This design comes from an exercise in tuning for small area on the open sky130 flow, not from production work.
Where RTL was checked, it was by simulation tests only, not by an equivalence proof against the original.
Power and IR drop assume default switching activity.

==> job 2221 <==
==> flow/design.v (excerpt) <==
module rapcore (
    input  wire SCK,
    input  wire CS,
    input  wire COPI,
    output wire CIPO,
    output wire CHARGEPUMP,
    input  wire [0:0] analog_cmp1,
    output wire [0:0] analog_out1,
    input  wire [0:0] analog_cmp2,
    output wire [0:0] analog_out2,
    output wire [0:0] PHASE_A1,
    output wire [0:0] PHASE_A2,
    output wire [0:0] PHASE_B1,
    output wire [0:0] PHASE_B2,
    output wire [0:0] PHASE_A1_H,
    output wire [0:0] PHASE_A2_H,
    output wire [0:0] PHASE_B1_H,
    output wire [0:0] PHASE_B2_H,
    input  wire [0:0] ENC_B,
    input  wire [0:0] ENC_A,
    output wire BUFFER_DTR,
    output wire MOVE_DONE,
    input  wire HALT,
    input  wire [0:0] STEPINPUT,
    input  wire [0:0] DIRINPUT,
    input  wire [0:0] ENINPUT,
    output wire [0:0] STEPOUTPUT,
    output wire [0:0] ENOUTPUT,
    output wire [0:0] DIROUTPUT,
    input  resetn_in,
    input  CLK
);
Settings: LEC_CHECK=0, CAP_MARGIN=20, CORE_MARGIN=2, CORE_UTILIZATION=65, SLEW_MARGIN=20; clock period 10.0 ns.
run.sh (not shown) runs the stock make flow with config.mk's settings and CLKGATE_MAP_FILE= SYNTH_SCRIPT=/design/flow/synth_recipe.tcl, a recipe that flattens the netlist after the stock synthesis.
==> job 7676 (differences from job 2221) <==
--- a/flow/config.mk
+++ b/flow/config.mk
@@ -8,4 +8,4 @@
 export CAP_MARGIN = 20
 export CORE_MARGIN = 2
-export CORE_UTILIZATION = 65
+export CORE_UTILIZATION = 40
 export SLEW_MARGIN = 20
==> summary.md <==
| Metric | Value |
|---|---|
| DR pass1 iterations | `6` |
| # nets final | `3935` |
| Final WS setup | `-3.35 ns` |
| Via count | `27.5k` |
| Multi-input logic portion of the cell area | `0.396` |
| GR Layer Usage met2 | `0.489` |
| Sequential fraction of design power | `0.526` |
| Clock power share | `0.469` |
| Chip width | `251 um` |
| Pre-CTS setup slack | `-3.40 ns` |
| Area delta synth->final | `12.1%` |
| Total wire length after detailed routing | `91300 um` |
| Initial Util | `0.656` |
| Setup Buffers After CTS | `7` |
| Status | `finished with violations` |
| Clk pwr | `3.25 mW` |
| Blocking Checks | `negative setup slack` |
| Final setup fails | `38` |
| Max Freq | `74.9 MHz` |
| Worst-margin pin slew | `1.14 ns` |
The numbers above come from job 2221.

==> summary.md <==
| Metric | Value |
|---|---|
| Status | `finished with violations` |
| Blocking Checks | `negative setup slack` |
| Clk pwr | `3.46 mW` |
| Final WS setup | `-3.39 ns` |
| Final setup fails | `38` |
| Initial Util | `0.403` |
| # nets final | `3936` |
| Max Freq | `74.7 MHz` |
| Setup Buffers After CTS | `3` |
| Multi-input logic portion of the cell area | `0.388` |
| Sequential fraction of design power | `0.511` |
The numbers above come from job 7676.

Function was not checked in any run of this note: the RTL went through the layout flow alone.


==> job 9582 <==
Another version of the RTL of rapcore (not shown whole).
clock: 10.0 ns
lec_check: 0
abc_area: 1
cap_margin: 20
core_margin: 2
core_utilization: 65
cts_buf_list: sky130_fd_sc_hd__clkbuf_8
cts_cluster_diameter: 70
cts_cluster_size: 16
slew_margin: 20
==> job 8836: changes against job 9582 <==
--- a/flow/design.v
+++ b/flow/design.v
@@ -140,12 +140,15 @@
       send     <= send_d;
       send_ext <= send_ext_d;
     end
     if (!rstn) begin
       st         <= ST_IDLE;
       send_valid <= 1'b0;
+      cfg_en     <= 32'd0;
+      cfg_brake  <= 32'd0;
+      cfg_div    <= 32'd40;
       wmi        <= 1'b0;
       stepready  <= 2'b0;
       mdir       <= 2'b0;
     end else if (word_pulse) begin
       send_valid <= 1'b1;
       if (st_idle) begin
@@ -163,22 +166,20 @@
       else begin
         st <= ST_IDLE;
         if (st_mv3) begin
           wmi <= ~wmi;
           if (wmi) stepready[1] <= ~stepready[1]; else stepready[0] <= ~stepready[0];
         end
+        if (st_cfg) begin
+          if (st[1:0] == 2'd0) cfg_en    <= wdr[31:0];
+          if (st[1:0] == 2'd1) cfg_brake <= wdr[31:0];
+          if (st[1:0] == 2'd2) cfg_div   <= wdr[31:0];
+        end
       end
     end
   end
-  wire        cfg_wr = word_pulse & st_cfg;
-  wire [31:0] cfg_wd = wdr[31:0] & {32{rstn}};
-  always @(posedge CLK) begin
-    if (~rstn | (cfg_wr & (st[1:0] == 2'd0))) cfg_en    <= cfg_wd;
-    if (~rstn | (cfg_wr & (st[1:0] == 2'd1))) cfg_brake <= cfg_wd;
-    if (~rstn | (cfg_wr & (st[1:0] == 2'd2))) cfg_div   <= cfg_wd | {26'd0, ~rstn, 1'b0, ~rstn, 3'd0};
-  end
   always @(posedge CLK) begin
     if (word_pulse & st_mv1 & ~wmi) dur0 <= wdr[31:0];
     if (word_pulse & st_mv1 &  wmi) dur1 <= wdr[31:0];
     if (word_pulse & st_mv2 & ~wmi) inc0 <= wdr;
     if (word_pulse & st_mv2 &  wmi) inc1 <= wdr;
   end
@@ -247,13 +248,13 @@
   wire step_a = a_s[1] ^ a_s[2];
   wire step_b = b_s[1] ^ b_s[2];
   wire enc_step = step_a ^ step_b;
   wire enc_dir  = a_s[1] ^ b_s[2];
   wire [31:0] velw_inc = velw + 32'd1;
   wire [32:0] ct;
-  assign ct[0] = enc_step;
+  assign ct[0] = 1'b1;
   generate
     for (g = 0; g < 32; g = g + 1) begin : g_cnt
       assign ct[g+1] = ct[g] & ~(enc_count[g] ^ enc_dir);
     end
   endgenerate
   wire [31:0] count_nx = enc_count ^ ct[31:0];
@@ -266,14 +267,14 @@
       a_s        <= 3'b0;
       b_s        <= 3'b0;
     end else begin
       a_s  <= {a_s[1:0], ENC_A[0]};
       b_s  <= {b_s[1:0], ENC_B[0]};
       if (step_a & step_b) enc_faultn <= 1'b0;
-      enc_count <= count_nx;
       if (enc_step) begin
+        enc_count <= count_nx;
         enc_vel   <= enc_dir ? velw_inc : ~velw;
         velw      <= 32'hFFFFFFFF;
       end else
         velw <= velw_inc;
     end
   end
@@ -284,13 +285,13 @@
     end
   reg        ms_en;
   reg  [2:0] step_r;
   reg  [1:0] dir_r;
   reg  [7:0] phase_ct;
   wire [8:0] pt;
-  assign pt[0] = (step_r == 3'b001);
+  assign pt[0] = 1'b1;
   generate
     for (g = 0; g < 8; g = g + 1) begin : g_pct
       assign pt[g+1] = pt[g] & ~(phase_ct[g] ^ dir_r[1]);
     end
   endgenerate
   always @(posedge CLK) begin
@@ -298,13 +299,14 @@
     dir_r  <= {dir_r[0], dir_o};
     if (!rstn) begin
       ms_en    <= 1'b0;
       phase_ct <= 8'd0;
     end else begin
       ms_en <= en_o;
-      phase_ct <= phase_ct ^ pt[7:0];
+      if (step_r == 3'b001)
+        phase_ct <= phase_ct ^ pt[7:0];
     end
   end
   reg  [9:0] off0, off1;
   reg        run0, run1, done0, done1;
   reg  [5:0] mo0, mo1;
   wire off0_z = (off0 == 10'd0);
@@ -510,13 +512,14 @@
       if (j > 0) begin : g_cin
         assign a_cin[j] = ac[j];
       end
     end
   endgenerate
   always @(posedge clk) begin
-    incr <= i_s;
+    if (i_en) incr[15:0] <= i_s[15:0];
+    incr[63:16] <= i_s[63:16];
     ic <= {3{dda_step}} & i_cout[3:1];
     if (!rstn) begin
       acc <= 73'd0;
       ac  <= 3'd0;
     end else if (dda_step) begin
       acc <= acc_s;
==> flow/config.mk (replaced) <==
export PLATFORM = sky130hd
export DESIGN_NAME = rapcore
export DESIGN_NICKNAME = rapcore
export VERILOG_FILES = /design/flow/design.v
export SDC_FILE = /design/flow/constraint.sdc
export NUM_CORES = 4
export LEC_CHECK = 0
export CAP_MARGIN = 20
export CORE_MARGIN = 2
export CORE_UTILIZATION = 65
export CTS_BUF_LIST = sky130_fd_sc_hd__clkbuf_16
export CTS_CLUSTER_DIAMETER = 120
export CTS_CLUSTER_SIZE = 30
export SLEW_MARGIN = 20
==> job 4341: changes against job 9582 <==
--- a/flow/design.v
+++ b/flow/design.v
@@ -123,26 +123,28 @@
       ({32{s_ph}}   & {22'b0, phase_angle});
   wire c_rd   = idx_hi0 & (il[7:2] == 6'd0) & ~(il[1] & il[0]);
   wire [31:0] cfg_val =
       ({32{~il[1] & ~il[0]}} & cfg_en) |
       ({32{~il[1] &  il[0]}} & cfg_brake) |
       ({32{ il[1] & ~il[0]}} & cfg_div);
-  wire rd_st  = st_idle & hdr_st;
-  wire rd_cf  = st_idle & hdr_cf & c_rd;
+  wire rd_st  = word_pulse & st_idle & hdr_st;
+  wire rd_cf  = word_pulse & st_idle & hdr_cf & c_rd;
+  wire ld_mv1 = word_pulse & st_mv1;
+  wire ld_mv2 = word_pulse & st_mv2;
   wire [31:0] send_d =
+      ({32{~word_pulse}} & send) |
       ({32{rd_st}}  & status_val) |
       ({32{rd_cf}}  & cfg_val) |
-      ({32{st_mv1}} & tel_pos) |
-      ({32{st_mv2}} & tel_vel);
-  wire send_ext_d = (rd_st & ((s_pos & enc_count[31]) | (s_vel & enc_vel[31]))) |
-                    (st_mv1 & tel_pos[31]) | (st_mv2 & tel_vel[31]);
+      ({32{ld_mv1}} & tel_pos) |
+      ({32{ld_mv2}} & tel_vel);
+  wire send_ext_d = (~word_pulse & send_ext) |
+                    (rd_st & ((s_pos & enc_count[31]) | (s_vel & enc_vel[31]))) |
+                    (ld_mv1 & tel_pos[31]) | (ld_mv2 & tel_vel[31]);
   always @(posedge CLK) begin
-    if (word_pulse) begin
-      send     <= send_d;
-      send_ext <= send_ext_d;
-    end
+    send     <= send_d;
+    send_ext <= send_ext_d;
     if (!rstn) begin
       st         <= ST_IDLE;
       send_valid <= 1'b0;
       wmi        <= 1'b0;
       stepready  <= 2'b0;
       mdir       <= 2'b0;
@@ -202,27 +204,27 @@
   reg        move_done, finishedmove;
   reg  [1:0] stepfinished;
   reg  [31:0] tdc;
   wire processing = moveind ? (stepfinished[1] ^ stepready[1]) : (stepfinished[0] ^ stepready[0]);
   wire loading    =  finishedmove & processing;
   wire executing  = ~finishedmove & processing;
+  wire dda_step   = tick_rise & executing;     
+  wire dda_dec    = tick_rise_q & executing;   
   wire [32:0] tz;    
-  assign tz[0] = 1'b1;
+  assign tz[0] = dda_dec;
   genvar h, g;
   generate
     for (h = 0; h < 32; h = h + 1) begin : g_tdc
       assign tz[h+1] = tz[h] & ~tdc[h];
     end
   endgenerate
-  wire tdc_zero   = tz[32];
+  wire tdc_zero   = ~|tdc;
   wire finish     = tdc_zero & executing;
-  wire dda_step   = tick_rise & executing;     
-  wire dda_dec    = tick_rise_q & executing;   
   always @(posedge CLK) begin
-    if (loading)      tdc <= moveind ? dur1 : dur0;
-    else if (dda_dec) tdc <= tdc ^ tz[31:0];
+    if (loading) tdc <= moveind ? dur1 : dur0;
+    else         tdc <= tdc ^ tz[31:0];
     if (!rstn) begin
       move_done    <= 1'b0;
       finishedmove <= 1'b1;
       stepfinished <= 2'b0;
       moveind      <= 1'b0;
     end else begin
==> flow/flow/run.sh (new file) <==
#!/bin/bash
# Layout flow: the standard synthesis; its combinational logic re-mapped by
# ABC for area (registers, adder cells and tie cells untouched); then the
# standard layout steps, with clock tree synthesis run without dummy loads.
set -euo pipefail
export BUFFER_PORTS_ARGS="-buffer_cell sky130_fd_sc_hd__buf_1"
export CTS_ARGS="-sink_clustering_enable -repair_clock_nets -dont_use_dummy_load -sink_clustering_size 16 -sink_clustering_max_diameter 70 -buf_list sky130_fd_sc_hd__clkbuf_8"
bash standard.sh synth > synth.log 2>&1
R=orfs/results/sky130hd/rapcore/base
cp $R/1_2_yosys.v remap_in.v
export ABC_CONSTR=$PWD/orfs/objects/sky130hd/rapcore/base/abc.constr
yosys -c flow/remap.tcl > remap.log 2>&1
cp remap_out.v $R/1_2_yosys.v
bash standard.sh > layout.log 2>&1
==> flow/flow/remap.tcl (new file) <==
# Re-map the combinational logic of the standard synthesis netlist with ABC
# for area. Flip-flops, adder cells and tie cells are kept as they are.
set lib $::env(FLOW_HOME)/platforms/sky130hd/lib/sky130_fd_sc_hd__tt_025C_1v80.lib
set dont_use {sky130_fd_sc_hd__lpflow_bleeder_1 sky130_fd_sc_hd__lpflow_clkbufkapwr_1 sky130_fd_sc_hd__lpflow_clkbufkapwr_16 sky130_fd_sc_hd__lpflow_clkbufkapwr_2 sky130_fd_sc_hd__lpflow_clkbufkapwr_4 sky130_fd_sc_hd__lpflow_clkbufkapwr_8 sky130_fd_sc_hd__lpflow_clkinvkapwr_1 sky130_fd_sc_hd__lpflow_clkinvkapwr_16 sky130_fd_sc_hd__lpflow_clkinvkapwr_2 sky130_fd_sc_hd__lpflow_clkinvkapwr_4 sky130_fd_sc_hd__lpflow_clkinvkapwr_8 sky130_fd_sc_hd__lpflow_decapkapwr_12 sky130_fd_sc_hd__lpflow_decapkapwr_3 sky130_fd_sc_hd__lpflow_decapkapwr_4 sky130_fd_sc_hd__lpflow_decapkapwr_6 sky130_fd_sc_hd__lpflow_decapkapwr_8 sky130_fd_sc_hd__lpflow_inputiso0n_1 sky130_fd_sc_hd__lpflow_inputiso0p_1 sky130_fd_sc_hd__lpflow_inputiso1n_1 sky130_fd_sc_hd__lpflow_inputiso1p_1 sky130_fd_sc_hd__lpflow_inputisolatch_1 sky130_fd_sc_hd__lpflow_isobufsrc_1 sky130_fd_sc_hd__lpflow_isobufsrc_16 sky130_fd_sc_hd__lpflow_isobufsrc_2 sky130_fd_sc_hd__lpflow_isobufsrc_4 sky130_fd_sc_hd__lpflow_isobufsrc_8 sky130_fd_sc_hd__lpflow_isobufsrckapwr_16 sky130_fd_sc_hd__lpflow_lsbuf_lh_hl_isowell_tap_1 sky130_fd_sc_hd__lpflow_lsbuf_lh_hl_isowell_tap_2 sky130_fd_sc_hd__lpflow_lsbuf_lh_hl_isowell_tap_4 sky130_fd_sc_hd__lpflow_lsbuf_lh_isowell_4 sky130_fd_sc_hd__lpflow_lsbuf_lh_isowell_tap_1 sky130_fd_sc_hd__lpflow_lsbuf_lh_isowell_tap_2 sky130_fd_sc_hd__lpflow_lsbuf_lh_isowell_tap_4 sky130_fd_sc_hd__probe_p_8 sky130_fd_sc_hd__probec_p_8 }
set du_args {}
foreach c $dont_use { lappend du_args -dont_use $c }
yosys read_liberty -ignore_miss_func $lib
yosys setattr -mod -set keep_hierarchy 1 sky130_fd_sc_hd__fa_1 sky130_fd_sc_hd__ha_1
yosys setattr -mod -set blackbox 1 sky130_fd_sc_hd__dfxtp_1 sky130_fd_sc_hd__edfxtp_1 sky130_fd_sc_hd__conb_1
yosys read_verilog remap_in.v
yosys hierarchy -top rapcore
yosys flatten
yosys opt_clean
yosys abc -liberty $lib {*}$du_args -constr $::env(ABC_CONSTR) -D 10000 -script "+strash;dc2;&get,-n;&st;&dch;&nf,-a;&put;topo;stime,-c;buffer,-c;upsize,-c;dnsize,-c"
yosys setattr -mod -set blackbox 1 sky130_fd_sc_hd__fa_1 sky130_fd_sc_hd__ha_1
yosys splitnets
yosys opt_clean -purge
yosys hilomap -singleton -hicell sky130_fd_sc_hd__conb_1 HI -locell sky130_fd_sc_hd__conb_1 LO
yosys insbuf -buf sky130_fd_sc_hd__buf_4 A X
yosys opt_clean -purge
yosys tee -o remap_stat.txt stat -liberty $lib
yosys write_verilog -noattr -nohex -nodec remap_out.v
==> flow/standard.sh (new file) <==
#!/bin/bash
# synth_recipe.tcl (not shown) runs the flow's synth.tcl, then flattens the netlist and writes it again
# the make line also repeats each setting of config.mk as NAME=value (left out here)
make -C /OpenROAD-flow-scripts/flow DESIGN_CONFIG=/design/flow/config.mk WORK_HOME=/design/flow/orfs CLKGATE_MAP_FILE= SYNTH_SCRIPT=/design/flow/synth_recipe.tcl "${@:-finish}"
==> flow/config.mk (replaced) <==
export PLATFORM = sky130hd
export DESIGN_NAME = rapcore
export DESIGN_NICKNAME = rapcore
export VERILOG_FILES = /design/flow/design.v
export SDC_FILE = /design/flow/constraint.sdc
export NUM_CORES = 4
export LEC_CHECK = 0
export ABC_AREA = 1
export CAP_MARGIN = 0
export CORE_MARGIN = 2
export CORE_UTILIZATION = 65
export SLEW_MARGIN = 0
removed: flow/run.sh
==> job 5669: changes against job 9582 <==
--- a/flow/design.v
+++ b/flow/design.v
@@ -140,12 +140,15 @@
       send     <= send_d;
       send_ext <= send_ext_d;
     end
     if (!rstn) begin
       st         <= ST_IDLE;
       send_valid <= 1'b0;
+      cfg_en     <= 32'd0;
+      cfg_brake  <= 32'd0;
+      cfg_div    <= 32'd40;
       wmi        <= 1'b0;
       stepready  <= 2'b0;
       mdir       <= 2'b0;
     end else if (word_pulse) begin
       send_valid <= 1'b1;
       if (st_idle) begin
@@ -163,22 +166,20 @@
       else begin
         st <= ST_IDLE;
         if (st_mv3) begin
           wmi <= ~wmi;
           if (wmi) stepready[1] <= ~stepready[1]; else stepready[0] <= ~stepready[0];
         end
+        if (st_cfg) begin
+          if (st[1:0] == 2'd0) cfg_en    <= wdr[31:0];
+          if (st[1:0] == 2'd1) cfg_brake <= wdr[31:0];
+          if (st[1:0] == 2'd2) cfg_div   <= wdr[31:0];
+        end
       end
     end
   end
-  wire        cfg_wr = word_pulse & st_cfg;
-  wire [31:0] cfg_wd = wdr[31:0] & {32{rstn}};
-  always @(posedge CLK) begin
-    if (~rstn | (cfg_wr & (st[1:0] == 2'd0))) cfg_en    <= cfg_wd;
-    if (~rstn | (cfg_wr & (st[1:0] == 2'd1))) cfg_brake <= cfg_wd;
-    if (~rstn | (cfg_wr & (st[1:0] == 2'd2))) cfg_div   <= cfg_wd | {26'd0, ~rstn, 1'b0, ~rstn, 3'd0};
-  end
   always @(posedge CLK) begin
     if (word_pulse & st_mv1 & ~wmi) dur0 <= wdr[31:0];
     if (word_pulse & st_mv1 &  wmi) dur1 <= wdr[31:0];
     if (word_pulse & st_mv2 & ~wmi) inc0 <= wdr;
     if (word_pulse & st_mv2 &  wmi) inc1 <= wdr;
   end
@@ -247,13 +248,13 @@
   wire step_a = a_s[1] ^ a_s[2];
   wire step_b = b_s[1] ^ b_s[2];
   wire enc_step = step_a ^ step_b;
   wire enc_dir  = a_s[1] ^ b_s[2];
   wire [31:0] velw_inc = velw + 32'd1;
   wire [32:0] ct;
-  assign ct[0] = enc_step;
+  assign ct[0] = 1'b1;
   generate
     for (g = 0; g < 32; g = g + 1) begin : g_cnt
       assign ct[g+1] = ct[g] & ~(enc_count[g] ^ enc_dir);
     end
   endgenerate
   wire [31:0] count_nx = enc_count ^ ct[31:0];
@@ -266,14 +267,14 @@
       a_s        <= 3'b0;
       b_s        <= 3'b0;
     end else begin
       a_s  <= {a_s[1:0], ENC_A[0]};
       b_s  <= {b_s[1:0], ENC_B[0]};
       if (step_a & step_b) enc_faultn <= 1'b0;
-      enc_count <= count_nx;
       if (enc_step) begin
+        enc_count <= count_nx;
         enc_vel   <= enc_dir ? velw_inc : ~velw;
         velw      <= 32'hFFFFFFFF;
       end else
         velw <= velw_inc;
     end
   end
@@ -284,13 +285,13 @@
     end
   reg        ms_en;
   reg  [2:0] step_r;
   reg  [1:0] dir_r;
   reg  [7:0] phase_ct;
   wire [8:0] pt;
-  assign pt[0] = (step_r == 3'b001);
+  assign pt[0] = 1'b1;
   generate
     for (g = 0; g < 8; g = g + 1) begin : g_pct
       assign pt[g+1] = pt[g] & ~(phase_ct[g] ^ dir_r[1]);
     end
   endgenerate
   always @(posedge CLK) begin
@@ -298,13 +299,14 @@
     dir_r  <= {dir_r[0], dir_o};
     if (!rstn) begin
       ms_en    <= 1'b0;
       phase_ct <= 8'd0;
     end else begin
       ms_en <= en_o;
-      phase_ct <= phase_ct ^ pt[7:0];
+      if (step_r == 3'b001)
+        phase_ct <= phase_ct ^ pt[7:0];
     end
   end
   reg  [9:0] off0, off1;
   reg        run0, run1, done0, done1;
   reg  [5:0] mo0, mo1;
   wire off0_z = (off0 == 10'd0);
@@ -510,13 +512,14 @@
       if (j > 0) begin : g_cin
         assign a_cin[j] = ac[j];
       end
     end
   endgenerate
   always @(posedge clk) begin
-    incr <= i_s;
+    if (i_en) incr[15:0] <= i_s[15:0];
+    incr[63:16] <= i_s[63:16];
     ic <= {3{dda_step}} & i_cout[3:1];
     if (!rstn) begin
       acc <= 73'd0;
       ac  <= 3'd0;
     end else if (dda_step) begin
       acc <= acc_s;
==> flow/config.mk (replaced) <==
export PLATFORM = sky130hd
export DESIGN_NAME = rapcore
export DESIGN_NICKNAME = rapcore
export VERILOG_FILES = /design/flow/design.v
export SDC_FILE = /design/flow/constraint.sdc
export NUM_CORES = 4
export LEC_CHECK = 0
export CAP_MARGIN = 20
export CORE_MARGIN = 2
export CORE_UTILIZATION = 65
export CTS_BUF_LIST = sky130_fd_sc_hd__clkbuf_8
export CTS_CLUSTER_SIZE = 25
export SLEW_MARGIN = 20
==> notes <==
The lowest wire length belongs to job 4341, the highest to job 5669. Job 9582 finished with timing, DRC and antenna clean. Job 5669 passed the timing, DRC and antenna checks. Job 4341 ran to the end with no violations. Job 8836 finished with timing, DRC and antenna clean. Sequential cell count is the same in job 8836 and job 5669. Die area: job 8836 is higher than job 9582 (1.9%). In job 9582 the area after synthesis is higher than in job 4341, by 4.7%. Register-to-register slack: job 8836 is lower than job 4341 (0.24 ns). Clock skew, highest first: job 4341, job 5669, job 8836, job 9582. Against job 5669, the power of job 8836 is lower by about 19%.

[what the ideal ports hide]
No port has a modelled driver above. Below, the same layouts with a new extraction and two added sets of constraints.
Step 1 sets driving cells, clkbuf_16 on the clock port and buf_2 on the other inputs (assumed; they add their load-dependent delay and slew).
Step 2 moves the port delays by t, midway between the first and last clock arrival at a register: inputs arrive t later, outputs are due t later. That takes back most of the time a late clock gives input paths.
Three values: ideal, step 1, step 2; two values: the first two.
run	t (ns)	setup slack, ns	worst setup path after step 2	latest minus earliest clock arrival (ns)	worst register clock-pin slew, ns
job 2221	0.682	-3.348 / -3.348 / -3.348	register to register	0.025 / 0.025	0.06 / 0.06
job 7676	0.723	-3.392 / -3.392 / -3.392	register to register	0.040 / 0.040	0.06 / 0.06
job 9582	0.760	0.899 / 0.899 / 0.899	register to register	0.022 / 0.023	0.11 / 0.11
job 8836	0.653	0.729 / 0.729 / 0.729	register to register	0.024 / 0.024	0.12 / 0.12
job 4341	0.760	0.970 / 0.970 / 0.970	register to register	0.049 / 0.049	0.11 / 0.11
job 5669	0.829	0.730 / 0.730 / 0.730	register to register	0.036 / 0.037	0.06 / 0.06
